From an optimization exercise on the open Yosys and OpenROAD flow, aimed at small area, a short achievable clock period and few clock cycles per item; shortcuts taken in it are not production practice.

// friet_ae_32_bits
module friet_ae_32_bits(clk, arstn, din, din_valid, din_ready, dout, dout_valid, dout_ready);
input clk;
input arstn;
input [31:0] din;
input din_valid;
output din_ready;
output [31:0] dout;
output dout_valid;
input dout_ready;
parameter ROUNDS = 1;
localparam [4:0] RC_START = 5'b01111;
localparam [4:0] RC_LAST = (ROUNDS == 1)  ? 5'b11001 :
                           (ROUNDS == 2)  ? 5'b01100 :
                           (ROUNDS == 3)  ? 5'b10110 : 5'b01011;
localparam [4:0] RC_PEN  = (ROUNDS == 1)  ? 5'b01100 :
                           (ROUNDS == 2)  ? 5'b01011 :
                           (ROUNDS == 3)  ? 5'b01010 : 5'b01110;
reg [31:0] din_q;
reg vld_q;
reg din_ready_q;
reg [2:0] room;
reg start_q;        
wire take = din_valid & din_ready_q;
reg cq_noop;        
reg cq_clear;       
reg [4:0] cq_op;    
reg sq_zero;        
reg sq_gt16;        
reg sq_rnz;         
reg [3:0] sq_lastpos;
reg [2:1] sq_pmask;
reg [2:0] sq_blkn;
reg [2:0] sq_amt;      
wire [3:0] din_low_m1 = din[3:0] - 4'd1;
wire din_gt16 = (din[31:5] != 27'd0) | (din[4] & (din[3:0] != 4'd0));
wire [1:0] nm1_small = din_low_m1[3:2];
wire [3:0] lp_small = {nm1_small == 2'd3, nm1_small == 2'd2, nm1_small == 2'd1, nm1_small == 2'd0};
wire [2:0] n_small = {1'b0, nm1_small} + 3'd1;
always @(posedge clk) begin
    din_q <= din;
    cq_noop <= ~((din[7:0] >= 8'h01) & (din[7:0] <= 8'h05));
    cq_clear <= (din[7:0] == 8'h00);
    cq_op <= {din[2:0] == 3'd5, din[2:0] == 3'd4, din[2:0] == 3'd3, din[2:0] == 3'd2, din[2:0] == 3'd1};
    sq_zero <= (din == 32'd0);
    sq_gt16 <= din_gt16;
    sq_rnz <= ~din_gt16 & (din[1:0] != 2'b00);
    sq_lastpos <= din_gt16 ? 4'b1000 : lp_small;
    sq_pmask[1] <= (din[1:0] != 2'b01);
    sq_pmask[2] <= (din[1:0] == 2'b11);
    sq_blkn <= din_gt16 ? 3'd4 : n_small;
    sq_amt <= din_gt16 ? 3'd4 : (n_small + 3'd2);
end
wire [1:0] inc;
wire data_grant;
wire size_grant;
wire [2:0] data_amt;
wire [2:0] room_m1 = room - 3'd1;
wire [2:0] room_p1 = room + 3'd1;
wire [2:0] room_p2 = room + 3'd2;
always @(posedge clk or negedge arstn) begin
    if (arstn == 1'b0) begin
        vld_q <= 1'b0;
        room <= 3'd0;
  ...
clock: 5.0 ns
lec_check: 0
abc_area: 1
cap_margin: 20
core_margin: 2
core_utilization: 40
setup_slack_margin: 2.9
slew_margin: 20
run.sh (not shown) runs the stock make flow with config.mk's settings and CLKGATE_MAP_FILE= SYNTH_SCRIPT=/design/flow/synth_recipe.tcl, a recipe that flattens the netlist after the stock synthesis.
The baseline produced a clean layout.
Edit:
--- a/flow/design.v
+++ b/flow/design.v
@@ -71,30 +71,28 @@
 reg sq_rnz;         
 reg [3:0] sq_lastpos;
 reg [2:1] sq_pmask;
 reg [2:0] sq_blkn;
 reg [2:0] sq_amt;      
 wire [3:0] din_low_m1 = din[3:0] - 4'd1;
 wire din_gt16 = (din[31:5] != 27'd0) | (din[4] & (din[3:0] != 4'd0));
-wire [1:0] nm1_small = din_low_m1[3:2];
-wire [3:0] lp_small = {nm1_small == 2'd3, nm1_small == 2'd2, nm1_small == 2'd1, nm1_small == 2'd0};
-wire [2:0] n_small = {1'b0, nm1_small} + 3'd1;
+wire [1:0] din_nm1 = din_gt16 ? 2'd3 : din_low_m1[3:2];
 always @(posedge clk) begin
     din_q <= din;
     cq_noop <= ~((din[7:0] >= 8'h01) & (din[7:0] <= 8'h05));
     cq_clear <= (din[7:0] == 8'h00);
     cq_op <= {din[2:0] == 3'd5, din[2:0] == 3'd4, din[2:0] == 3'd3, din[2:0] == 3'd2, din[2:0] == 3'd1};
     sq_zero <= (din == 32'd0);
     sq_gt16 <= din_gt16;
     sq_rnz <= ~din_gt16 & (din[1:0] != 2'b00);
-    sq_lastpos <= din_gt16 ? 4'b1000 : lp_small;
+    sq_lastpos <= {din_nm1 == 2'd3, din_nm1 == 2'd2, din_nm1 == 2'd1, din_nm1 == 2'd0};
     sq_pmask[1] <= (din[1:0] != 2'b01);
     sq_pmask[2] <= (din[1:0] == 2'b11);
-    sq_blkn <= din_gt16 ? 3'd4 : n_small;
-    sq_amt <= din_gt16 ? 3'd4 : (n_small + 3'd2);
+    sq_blkn <= {1'b0, din_nm1} + 3'd1;
+    sq_amt <= {1'b0, din_nm1} + 3'd1 + {~din_gt16, 1'b0};
 end
 wire [1:0] inc;
 wire data_grant;
 wire size_grant;
 wire [2:0] data_amt;
 wire [2:0] room_m1 = room - 3'd1;
 wire [2:0] room_p1 = room + 3'd1;
Synthesized cell count goes up by roughly a tenth.
Worst hold slack is better by 0.014 ns.
Worst setup slack is worse by 0.22 ns.
First-iteration DRC count goes down by a few percent.
Core utilization goes down by 0.70 points.
Via count goes up by a few percent.
Register-to-register slack is better by 0.11 ns.
Wire length goes up slightly.
Final area goes up by a few percent.
Cell count goes up by a little under a tenth.
Sequential share of layout area goes down by 0.74 points.
Global-route usage goes down by 0.48 points.
No run of this note included a check of the RTL's function; only the layout flow was run.

-- separate check: timing with driven ports --
Ports are ideal in the flow. The routed layouts listed here were re-timed in OpenROAD. Step 1: set_driving_cell puts a clkbuf_16 on clk and a buf_2 on each other input, an assumption about the parent block. Step 2, shift: input delay + t, output delay - t, t = (earliest + latest rising clock arrival at the registers) / 2. This alone moves slack from input paths to output paths. a / b / c = ideal ports / drivers / drivers and shift; a / b = the first two.
run | t (ns) | slack for setup (ns) | latest minus earliest clock arrival (ns) | worst register clock-pin slew, ns
the first run | 0.718 | 2.783 / 2.727 / 2.256 | 0.037 / 0.037 | 0.07 / 0.07
the second run | 0.690 | 2.559 / 2.597 / 1.907 | 0.032 / 0.032 | 0.07 / 0.07
After both steps every run listed still meets setup and hold. For the second run, which loses most, drivers alone change the setup slack by +0.038 ns; drivers and shift together by -0.652 ns.
